This is an optimization exercise on Yosys and OpenROAD, whose aim is small area and a short achievable clock period, not a production implementation.
At most, simulation tests tie the RTL to the original design; equivalence was not proved.
Power figures rest on the tool's default switching activity, not on a simulated workload.

Setup of run 1:
Design mult_top, start of the top module:
module mult_top(
    input clk,
    input  [15:0] x,
    input  [15:0] y,
    output [31:0] p_out
    );
Size in the first run: ~650 cells after synthesis, ~65 I/O pins, roughly 0.0054 mm² of cells after synthesis.
==> flow/config.mk <==
export PLATFORM = sky130hd
export DESIGN_NAME = mult_top
export DESIGN_NICKNAME = mult_top
export VERILOG_FILES = /design/flow/design.v
export SDC_FILE = /design/flow/constraint.sdc
export NUM_CORES = 4
export LEC_CHECK = 0
export ABC_AREA = 1
export CAP_MARGIN = 20
export CORE_MARGIN = 2
export CORE_UTILIZATION = 40
export PLACE_DENSITY = 0.75
export SETUP_SLACK_MARGIN = 2.7
export SLEW_MARGIN = 20
==> flow/constraint.sdc <==
create_clock -name core_clock -period 5.2 [get_ports {clk}]
set_input_delay 1.0400 -clock core_clock [delete_from_list [all_inputs] [get_ports {clk}]]
set_output_delay 1.0400 -clock core_clock [all_outputs]
set_load 0.01 [all_outputs]
standard.sh (not shown) runs the stock make flow with config.mk's settings and CLKGATE_MAP_FILE= SYNTH_SCRIPT=/design/flow/synth_recipe.tcl, a recipe that flattens the netlist after the stock synthesis.
==> flow/flow/run.sh <==
#!/bin/bash
# Standard layout, with the smallest buffer (buf_1) on every input and output
# port, and a clock tree of clkbuf_8 without dummy loads.
set -euo pipefail
export BUFFER_PORTS_ARGS="-buffer_cell sky130_fd_sc_hd__buf_1"
export CTS_ARGS="-sink_clustering_enable -repair_clock_nets -dont_use_dummy_load -buf_list sky130_fd_sc_hd__clkbuf_8"
bash standard.sh > standard.log 2>&1
Run 1 reached the end of the flow, and the finished layout is clean on the timing, DRC and antenna checks.
The following lists how run 2 was set up differently from run 1:
--- a/flow/config.mk
+++ b/flow/config.mk
@@ -6,9 +6,8 @@
 export NUM_CORES = 4
 export LEC_CHECK = 0
-export ABC_AREA = 1
+export ABC_AREA = 0
 export CAP_MARGIN = 20
 export CORE_MARGIN = 2
 export CORE_UTILIZATION = 40
-export PLACE_DENSITY = 0.75
 export SETUP_SLACK_MARGIN = 2.7
 export SLEW_MARGIN = 20
[summary]
NOTE: row count in run 2 exceeds that of run 1
Summary of run 2 over run 1: sequential share of layout area went down, net switching fraction of the power went down, routed wirelength normalized by instance count went up, cell count after synthesis went up.
Ratio of final minimum period to clock period came out higher on run 2 than on run 1.
Total wirelength of the detailed-routed design on run 2 is behind run 1.
Compared to run 1, run 2 has worst path setup slack after routing 0.15 ns lower.
Leading cell type in the layout, fill and taps excluded = sky130_fd_sc_hd__nand2_1: run 1; leading cell type in the layout, fill and taps excluded = sky130_fd_sc_hd__dfxtp_1: run 2
Non-clock buffer total of the final layout is higher on run 2
--- input diff run 2..run 3 ---
--- a/flow/config.mk
+++ b/flow/config.mk
@@ -6,8 +6,8 @@
 export NUM_CORES = 4
 export LEC_CHECK = 0
-export ABC_AREA = 0
+export ABC_AREA = 1
 export CAP_MARGIN = 20
 export CORE_MARGIN = 2
 export CORE_UTILIZATION = 40
-export SETUP_SLACK_MARGIN = 2.7
+export SETUP_SLACK_MARGIN = 2.5
 export SLEW_MARGIN = 20
- Compared with run 2, run 3 shows core utilization lower by 2.6 points.
- Wire length improves in run 3 relative to run 2.
- Lower peak clock frequency supported by timing was reported by run 3, not run 2.
- Changes observed in run 3 relative to run 2: share of the clock period used by the worst path after layout higher, synthesized area now smaller, number of cells on the worst hold path neither gained nor lost much, met3 demand-to-capacity share in global routing saw little to no change.
- Run 3 vs run 2, worst setup path endpoint: C_vec[11]$_DFF_P_ vs C_vec[21]$_DFF_P_
- Leakage power of the design: run 3 vs run 2 down about 1.3%
Modified inputs, run 4 compared to run 3
--- a/flow/config.mk
+++ b/flow/config.mk
@@ -10,4 +10,5 @@
 export CORE_MARGIN = 2
 export CORE_UTILIZATION = 40
-export SETUP_SLACK_MARGIN = 2.5
+export PLACE_DENSITY = 0.45
+export SETUP_SLACK_MARGIN = 2.7
 export SLEW_MARGIN = 20
[summary]
- Minimum period implied by the final worst setup slack (lower): run 4
- Comparing initial detailed-routing violation count for run 4 and run 3, the smaller number came from run 4.
- Going from run 3 to run 4, final cycle utilization of the critical path fell 2.5 points, growth of design area from synthesis to finish rose 6.2 points.
- Comparing run 4 and run 3, the lower required time of the worst setup path is on run 4.
- Lower maximum number of pins on one net before global-route repair goes to run 4 over run 3.
> inputs changed (run 4 -> run 5)
--- a/flow/config.mk
+++ b/flow/config.mk
@@ -9,6 +9,5 @@
 export CAP_MARGIN = 20
 export CORE_MARGIN = 2
-export CORE_UTILIZATION = 40
-export PLACE_DENSITY = 0.45
+export CORE_UTILIZATION = 55
 export SETUP_SLACK_MARGIN = 2.7
 export SLEW_MARGIN = 20
### Flow results
Fraction of area in multi-input gates ends up higher on run 5. When run 5 is measured against run 4, its switching part of the total turns out 0.75 points lower. Run 4 → run 5: clock buffer and inverter area fraction after layout did not really move; final-layout non-clock buffer area share went up. Cmp run 5 and run 4 / area of all placed cells without fillers / higher: run 5. On total number of vias, run 4 tracks run 5 almost exactly. Total power consumption of the routed design: higher on run 4. From run 4 to run 5 the numbers moved as follows: sum of routed wire length over all layers lost 9.2%, global-route wire length before repair lost 8.6%, aggregate global routing overflow neither gained nor lost much. Run 4 and run 5 ended up with roughly the same top achievable clock speed.

========
Setup of the reference run:
mult_top, a different RTL version from the one above (not shown whole).
Size in the first run: roughly 710 cells after synthesis, roughly 94 flip-flops.
==> flow/design.v (excerpt) <==
module mult_top(
    input clk,
    input  [15:0] x,
    input  [15:0] y,
    output reg [31:0] p_out
    );
    wire [36:0] cs;
    wire [12:0] oa;
    wire [11:0] pl;
    lobo_pre pre(.x(x), .y(y), .cs(cs), .oa(oa), .pl(pl));
    reg [36:0] C_vec;    
    reg [12:0] A_vec;    
    reg [11:0] L_vec;    
    always @(posedge clk)
    begin
        C_vec <= cs;
        A_vec <= oa;
        L_vec <= pl;
    end
    wire [19:0] P_hi;
    lobo_sum sum(.cs(C_vec), .oa(A_vec), .p(P_hi));
    always @(posedge clk)
        p_out <= {P_hi, L_vec};
endmodule
Settings: LEC_CHECK=0, ABC_AREA=1, CAP_MARGIN=20, CORE_MARGIN=2, CORE_UTILIZATION=40, SETUP_SLACK_MARGIN=2.0, SLEW_MARGIN=20; clock period 5.2 ns.
Scripts as last shown in full above: flow/flow/run.sh
The reference run finished every step from synthesis to the final layout, and the layout passed the timing, DRC and antenna checks.
#### Input delta (the trial run over the reference run)
Settings: SETUP_SLACK_MARGIN changed from 2.0 to 2.6.
Findings:
All of the trial run and the reference run finish clean.
Power: the trial run draws more than the reference run
Going from the reference run to the trial run, met1 wire length shrinks by 140 µm.
From the reference run to the trial run, proportion of register bits with asynchronous set or reset after synthesis did not move at all.
No functional check of the RTL was part of any run of this note.

========
## run A
mult_top with an RTL version that a note above also has.
Size in the first run: roughly 650 cells after synthesis, about 95 flip-flops, about 65 I/O pins.
## mult_top
module mult_top(
    input clk,
    input  [15:0] x,
    input  [15:0] y,
    output [31:0] p_out
    );
==> flow/config.mk <==
export PLATFORM = sky130hd
export DESIGN_NAME = mult_top
export DESIGN_NICKNAME = mult_top
export VERILOG_FILES = /design/flow/design.v
export SDC_FILE = /design/flow/constraint.sdc
export NUM_CORES = 4
export LEC_CHECK = 0
export ABC_AREA = 1
export CAP_MARGIN = 20
export CORE_MARGIN = 2
export CORE_UTILIZATION = 40
export SETUP_SLACK_MARGIN = 2.65
export SLEW_MARGIN = 20
==> flow/constraint.sdc <==
create_clock -name core_clock -period 5.2 [get_ports {clk}]
set_input_delay 1.0400 -clock core_clock [delete_from_list [all_inputs] [get_ports {clk}]]
set_output_delay 1.0400 -clock core_clock [all_outputs]
set_load 0.01 [all_outputs]
Scripts as last shown in full above: flow/flow/run.sh
Run A | stages: all done | timing, DRC, antenna: all pass
## Diff of input files: run B against run A
# run A
export LEC_CHECK = 0
export ABC_AREA = 1
export CAP_MARGIN = 20
export CORE_MARGIN = 2
export CORE_UTILIZATION = 40
export SETUP_SLACK_MARGIN = 2.65
export SLEW_MARGIN = 20
create_clock -name core_clock -period 5.2 [get_ports {clk}]
# run B
export LEC_CHECK = 0
export ABC_AREA = 1
export CAP_MARGIN = 20
export CORE_MARGIN = 2
export CORE_UTILIZATION = 40
export SETUP_SLACK_MARGIN = 2.7
export SLEW_MARGIN = 20
create_clock -name core_clock -period 5.2 [get_ports {clk}]
==> flow/flow/run.sh <==
#!/bin/bash
# Standard layout, with the smallest buffer (buf_1) on every input and output
# port, and a clock tree of clkbuf_8 without dummy loads.
set -euo pipefail
export BUFFER_PORTS_ARGS="-buffer_cell sky130_fd_sc_hd__buf_1"
export CTS_ARGS="-sink_clustering_enable -repair_clock_nets -dont_use_dummy_load -buf_list {sky130_fd_sc_hd__clkbuf_4 sky130_fd_sc_hd__clkbuf_8}"
bash standard.sh > standard.log 2>&1
## What came out
- The endpoint required time on the critical path number comes out higher for run A vs run B.
- Looking at run B and run A, the clock share of power is a wash.
- Final critical path time including I/O delays and setup, run B and run A: higher on run A
- Detailed-route wire length per cell is lower on run B
- Fraction of area in multi-input gates: run B higher than run A
- Die area came out exactly the same in run B and run A.
- Run B: final worst-path cycle share 2.2 points below run A
- Run A has lower fmax than run B.
- On combinational-cell power consumption, run B and run A are basically level.
- Compared to run A, run B has global-route total usage across every layer 0.20 points lower.
Setup changes, run B to run C
# run B
export LEC_CHECK = 0
export ABC_AREA = 1
export CAP_MARGIN = 20
export CORE_MARGIN = 2
export CORE_UTILIZATION = 40
export SETUP_SLACK_MARGIN = 2.7
export SLEW_MARGIN = 20
create_clock -name core_clock -period 5.2 [get_ports {clk}]
# run C
export LEC_CHECK = 0
export ABC_AREA = 1
export CAP_MARGIN = 20
export CORE_MARGIN = 2
export CORE_UTILIZATION = 40
export SETUP_SLACK_MARGIN = 2.7
export SLEW_MARGIN = 20
export TNS_END_PERCENT = 10
create_clock -name core_clock -period 5.2 [get_ports {clk}]
==> flow/flow/run.sh <==
#!/bin/bash
# Standard layout, with the smallest buffer (buf_1) on every input and output
# port, and a clock tree of clkbuf_8 without dummy loads.
set -euo pipefail
export BUFFER_PORTS_ARGS="-buffer_cell sky130_fd_sc_hd__buf_1"
export CTS_ARGS="-sink_clustering_enable -repair_clock_nets -dont_use_dummy_load -buf_list sky130_fd_sc_hd__clkbuf_8"
bash standard.sh > standard.log 2>&1
==> comparison <==
Result: PASS for each of run C and run B
The final instance area in run C sits about 0.8% above the value recorded for run B.
Re final critical-path required period: run C is 0.058 ns up on run B.
Compared with run B, in run C area added between synthesis and finish +0.92 points; worst setup slack lost 0.058 ns.

re-timing with driven ports:
No port has a modelled driver above. Below, the same layouts with a new extraction and two added sets of constraints.
Step 1: set_driving_cell puts a clkbuf_16 on clk and a buf_2 on each other input, an assumption about the parent block.
Step 2 moves the port delays by t, midway between the first and last clock arrival at a register: inputs arrive t later, outputs are due t later. That takes back most of the time a late clock gives input paths.
a / b / c = ideal / step 1 / step 2; a / b = the first two.
| run | t (ns) | slack for setup (ns) | hold slack, ns | slew at the worst register clock pin (ns) | worst data-port slew with drivers (ns) |
|---|---|---|---|---|---|
| run 1 | 0.380 | 2.773 / 2.766 / 2.394 | 0.320 / 0.320 / 0.320 | 0.10 / 0.10 | 0.05 |
| run 2 | 0.399 | 2.623 / 2.567 / 2.168 | 0.332 / 0.332 / 0.332 | 0.10 / 0.10 | 0.14 |
| run 3 | 0.393 | 2.613 / 2.620 / 2.233 | 0.327 / 0.327 / 0.327 | 0.10 / 0.10 | 0.05 |
| run 4 | 0.409 | 2.741 / 2.729 / 2.349 | 0.308 / 0.308 / 0.308 | 0.11 / 0.11 | 0.05 |
| run 5 | 0.380 | 2.745 / 2.726 / 2.351 | 0.325 / 0.325 / 0.325 | 0.09 / 0.09 | 0.05 |
| the reference run | 0.393 | 2.154 / 2.163 / 1.770 | 0.334 / 0.334 / 0.334 | 0.09 / 0.09 | 0.04 |
| the trial run | 0.400 | 2.641 / 2.642 / 2.242 | 0.327 / 0.327 / 0.327 | 0.09 / 0.09 | 0.04 |
| run A | 0.395 | 2.652 / 2.665 / 2.270 | 0.320 / 0.320 / 0.320 | 0.09 / 0.09 | 0.05 |
| run B | 0.404 | 2.768 / 2.735 / 2.368 | 0.328 / 0.328 / 0.328 | 0.09 / 0.09 | 0.05 |
| run C | 0.400 | 2.711 / 2.725 / 2.325 | 0.322 / 0.322 / 0.322 | 0.09 / 0.09 | 0.06 |
After both steps every run listed still meets setup and hold. The setup slack of run 2, which loses most, moves by -0.056 ns with the drivers and by -0.455 ns with both steps.
